Background: an optimization exercise with open tools, aiming at small area. Do not read the settings as production practice. Function was checked by simulation only, so behaviour that the tests miss may differ from the original.

==> flow/design.v, too long to show whole: its modules and the start of the top module <==
// module mini_fir_mac: 1006 lines
// module mini_fir_cpa: 17 lines
// module mini_fir_fa: 4 lines
// module mini_fir_iha: 4 lines
// module mini_fir_dp: 35 lines
// module mini_fir_ctrl: 57 lines
// module mini_fir: 54 lines
module mini_fir #(
    parameter NUM = 1
)(
    input        clk,
    input        rst_n,
    input  [3:0] i_addr,
    input  [7:0] i_data_wr,
    input        i_wr,
    input        i_rd,
    output [7:0] o_data_rd,
    input  [7:0] i_din,
    output reg [7:0] o_dout
);
  // ...
==> flow/run.sh <==
#!/bin/bash
# synth_recipe.tcl (not shown) runs the flow's synth.tcl, then flattens the netlist and writes it again
# the make line also repeats each setting of config.mk as NAME=value (left out here)
make -C /OpenROAD-flow-scripts/flow DESIGN_CONFIG=/design/flow/config.mk WORK_HOME=/design/flow/orfs CLKGATE_MAP_FILE= SYNTH_SCRIPT=/design/flow/synth_recipe.tcl finish
==> flow/config.mk <==
export PLATFORM = sky130hd
export DESIGN_NAME = mini_fir
export DESIGN_NICKNAME = mini_fir
export VERILOG_FILES = /design/flow/design.v
export SDC_FILE = /design/flow/constraint.sdc
export NUM_CORES = 4
export LEC_CHECK = 0
export ABC_AREA = 1
export CAP_MARGIN = 20
export CORE_MARGIN = 2
export CORE_UTILIZATION = 40
export SLEW_MARGIN = 20
export SYNTH_HIERARCHICAL = 1
==> flow/constraint.sdc <==
create_clock -name core_clock -period 5.5 [get_ports {clk}]
set_input_delay 1.1000 -clock core_clock [delete_from_list [all_inputs] [get_ports {clk}]]
set_output_delay 1.1000 -clock core_clock [all_outputs]
set_load 0.01 [all_outputs]
==> results.json, run 1 <==
{
  "clockBufferCount": 20,
  "r2r_slack_ns": 0.30,
  "min_period_ns": 5.20,
  "whs_endpoint": "u_fir_dp.x_d[20]",
  "met2_length_um": 24200,
  "diodes": 0,
  "pin_count": 40,
  "setup_slack_ns": 0.296,
  "postSynth.asyncResetShare_pct": 48.3,
  "seq_cells": 149,
  "crit_path_end": "u_fir_dp.sb_n[3]",
  "first_global_vias": 12600,
  "synth_xor_area_share_pct": 0,
  "drt_iter0_drc": 993,
  "top_layer": "met5",
  "grt_start_max_net_pins": 73,
  "antenna_found_initial": 1,
  "htreeDepth": 4,
  "ant_nets": 0,
  "dr_wl_met3_um": 3860,
  "crit_type": "flip-flop to flip-flop",
  "rows": 73,
  "status": "no timing/DRC/antenna violations",
  "wl_met1_um": 20100,
  "synth-simple-area-share_pct": 16.9,
  "reg2reg_from": "u_fir_ctrl.o_coeff_00[3]",
  "multi_input_area_share_pct": 65.7,
  "port_buffers": 39,
  "synthToLayoutAreaGrowth_pct": 10.6
}
==> inputs of run 2 (changes only) <==
--- a/flow/config.mk
+++ b/flow/config.mk
@@ -10,3 +10,4 @@
 export CORE_MARGIN = 2
-export CORE_UTILIZATION = 40
+export CORE_UTILIZATION = 65
+export GPL_TIMING_DRIVEN = 0
 export SLEW_MARGIN = 20
==> run 2 against run 1 <==
Non-clock buffer count is 11 higher. Cell area is 2.2% lower. Core utilization is 27 points higher. Final cell count is 8.8% lower. Critical path type unchanged. Setup slack worse by 0.21 ns. Wire length is 6.4% lower. Via count is 4.7% higher.
==> results.json, run 2 <==
{
  "drt_iter0_drc": 1411,
  "reg_top3": "u_fir_dp.x_d x56, u_fir_dp.sa_n x10, u_fir_dp.sb_n x10",
  "cts_root_buf": "clkbuf_16",
  "cp.depth": 14,
  "rsz0062_at_grt": "no",
  "path_clk_slew_ns": 0.08,
  "relSlewSlack_pct": 41.2,
  "critPathBufInv": 4,
  "synth_edf_count": 0,
  "netlist_area_sq_mm": 0.0162,
  "use_met1_pct": 52.4,
  "met2_usage_pct": 61.4,
  "cts.sinks": 149,
  "largest_reg_flops": 56,
  "crit_arrival_ns": 5.75,
  "regMostFlops": "u_fir_dp.x_d",
  "tritoncts": "built",
  "routed_wl_um": 48700,
  "wl_per_cell_um": 24.6,
  "pin_count": 40,
  "grt_first_pass_wirelength_um": 75500,
  "diodes": 0,
  "initial_core_util_pct": 66.5,
  "port_buffers": 38,
  "final-setup-viol-count": 0,
  "yosysWarnings": 9,
  "drv_slew": 0,
  "dieArea_sq_mm": 0.0262,
  "final_cell_mix": "nand2_1, fa_1, inv_1",
  "yosys.area.top_type": "fa_1",
  "dp_hpwl_um": 39400,
  "synthTopCellsByCount": "nand2_1, fa_1, clkbuf_1",
  "min_period_ns": 5.42,
  "cp_top_family": "adder cells",
  "busiest_layer": "met2",
  "synth_top_area_share_pct": 52.1,
  "worstPathRequired_ns": 5.84,
  "synth-simple-area-share_pct": 16.9,
  "synth.most_common_cell": "nand2_1",
  "hold_class": "flip-flop to flip-flop",
  "routabilityCongestion": 1.00,
  "fin_worst_skew_ns": 0.0195,
  "postCtsSetupBuffers": 0,
  "start_kind": "flip-flop",
  "synth_nets": 2082,
  "synth_cell_types": 22,
  "synthToLayoutAreaGrowth_pct": 8.22,
  "viasPerCell": 6.02,
  "fin_hold_ws_ns": 0.346,
  "synth_top_family_by_area": "adder cells",
  "whs_path_depth": 0,
  "synth_ff_type": "dfxtp_1",
  "first_global_vias": 13300,
  "final-hold-violation-count": 0,
  "synth_seq_cells": 149,
  "ctsLongestPathBuffers": 2,
  "postSynth.asyncResetShare_pct": 48.3,
  "cts_made_buffers": 17,
  "die_width_um": 162,
  "cap_violations": 0,
  "max_stage_delay_ns": 0.62,
  "max_clock_freq_mhz": 185,
  "status": "no timing/DRC/antenna violations",
  "die_y_um": 162,
  "path_cells": "buf_1 -> nand2_1 -> fa_1 -> inv_1 -> ha_1 -> inv_1 -> fa_1 -> fa_1 -> fa_1 -> fa_1 -> fa_1 -> fa_1 -> fa_1 -> buf_4",
  "crit_type": "flip-flop to flip-flop",
  "fin_crit_sh_pct": 98.5,
  "tightestPinTransition_ns": 0.881,
  "core-area_sq_mm": 0.0244,
  "grt_start_max_net_pins": 48,
  "overflow": 0,
  "synthAdderAreaFrac_pct": 53.4,
  "rr_worst_depth": 14,
  "layout-drive-gt1-share_pct": 6.34,
  "use_met3_pct": 10.6,
  "drc": 0,
  "synth.area.mux_share_pct": 0,
  "clock_latency_ns": 0.45,
  "cp_slowest_cell": "fa_1",
  "crit_top_cell": "fa_1",
  "ant_nets": 0,
  "nFillCells": 1892,
  "synth_compound_area_share_pct": 2.40,
  "first_pass_iters": 6,
  "final_nets": 2106,
  "endpoint_kind": "flip-flop",
  "syn_inst": 1619,
  "antenna_found_initial": 0,
  "synth_area_leaders": "fa_1, nand2_1, dfrtp_1",
  "rows": 57,
  "synth_xor_area_share_pct": 0,
  "ys_seq_area_share_pct": 20.6,
  "grt_usage_pct": 40.1,
  "utilization_pct": 72.0,
  "path_max_fanout": 8,
  "via_count": 11900,
  "avgSynthCellArea_sq_um": 10.0,
  "layout_commonest_cell": "nand2_1",
  "htreeDepth": 4
}
## run 2: per-layer routing
layer	wire length (um)	part of all wire (%)	up-vias
met1	17300	35	6057
met5	0	0	-
met2	22600	46	809
li1	-	-	4844
met3	5340	11	204
met4	3470	7.1	0
## run 2: layout make-up
type / count / area, sq um / share of cell area, %
multi-input combinational: 1207 / 11800 / 67.1
sequential: 149 / 3340 / 19.1
buffer: 116 / 569 / 3.24
clock buffer: 17 / 425 / 2.42
inverter: 113 / 424 / 2.42
timing repair buffer: 39 / 405 / 2.31
tap: 324 / 405 / 2.31
clock inverter: 15 / 194 / 1.10
## run 2: cell families (layout without fill, tap and decap cells)
group           Yosys count  count (layout)
compound gates           77              77
fa+ha+maj               439             439
buf+inv                 263             300
flops                   149             149
simple gates            691             691
## run 2: timing repair
action,in CTS,in global routing
hold buffers,0,0
gates resized for setup,9,33
setup endpoints to repair,4,9
endpoints found under the hold margin,0,0
## run 2: worst reg2reg max path, cell delays in order (launching register included)
cell and delay (ns):
dfxtp_1 0.34, buf_1 0.42, nand2_1 0.16, fa_1 0.55, inv_1 0.04, ha_1 0.27, inv_1 0.06, fa_1 0.43
fa_1 0.45, fa_1 0.62, fa_1 0.46, fa_1 0.39, fa_1 0.53, fa_1 0.43, buf_4 0.14
## run 2: modules after synthesis (local to each module, per instance)
module	flip-flops and latches	cells	area, sq um	times used
mini_fir_ctrl	64	358	2940	1
mini_fir_dp	77	95	1630	1
mini_fir_mac	0	614	2390	1
mini_fir_fa	0	1	20.0	422
mini_fir_iha	0	5	27.5	17
mini_fir_cpa	0	11	41.3	1
mini_fir	8	34	305	1
## run 2: worst paths after layout
path | startpoint | end | slack (ns)
min in group asynchronous | rst_n | o_dout[4] | 0.58
max reg2reg | u_fir_dp.x_d[38] | u_fir_dp.sb_n[3] | 0.08
max in group asynchronous | rst_n | u_fir_ctrl.o_coeff_01[4] | 4.31
min | u_fir_dp.x_d[14] | u_fir_dp.x_d[22] | 0.35
min reg2reg | u_fir_dp.x_d[14] | u_fir_dp.x_d[22] | 0.35
max | u_fir_dp.x_d[38] | u_fir_dp.sb_n[3] | 0.08
## run 2: metrics by stage
| step | std cells | instance area (sq um) | worst slack, ns | setup TNS (ns) |
|---|---|---|---|---|
| 2_1_floorplan | 1619 | 16200 | 0.507 | 0 |
| 3_3_place_gp | 1981 | 17000 | 0.0173 | 0 |
| 3_5_place_dp | 1982 | 17000 | -0.0830 | -0.168 |
| 4_1_cts | 2003 | 17600 | 0.00417 | 0 |
| 5_1_grt | 1980 | 17600 | 0.00282 | 0 |
| 6_report | 1980 | 17600 | 0.0830 | 0 |

## afterwards: timing with drivers on the ports
In the flow no input, the clock included, has a driving cell. The finished layouts below were timed again as built, in two steps.
Step 1: set_driving_cell puts a clkbuf_16 on clk and a buf_2 on each other input, an assumption about the parent block.
Step 2 adds t to the input delays and takes it off the output delays; t is the mean of the earliest and latest rising clock arrival at the registers after step 1. Input paths then give back, and output paths get back, about the clock's delay inside the block.
Slacks: ideal ports / drivers / drivers and shift; pairs: ideal ports / drivers.
| run | shift t [ns] | setup WS [ns] | hold WS [ns] | worst register clock-pin slew, ns | worst slew at a driven data input, ns |
|---|---|---|---|---|---|
| run 1 | 0.480 | 0.296 / 0.296 / 0.296 | 0.451 / 0.451 / 0.451 | 0.07 / 0.07 | 0.07 |
| run 2 | 0.494 | 0.083 / 0.083 / 0.083 | 0.346 / 0.346 / 0.346 | 0.08 / 0.08 | 0.04 |
After both steps every run listed still meets setup and hold.
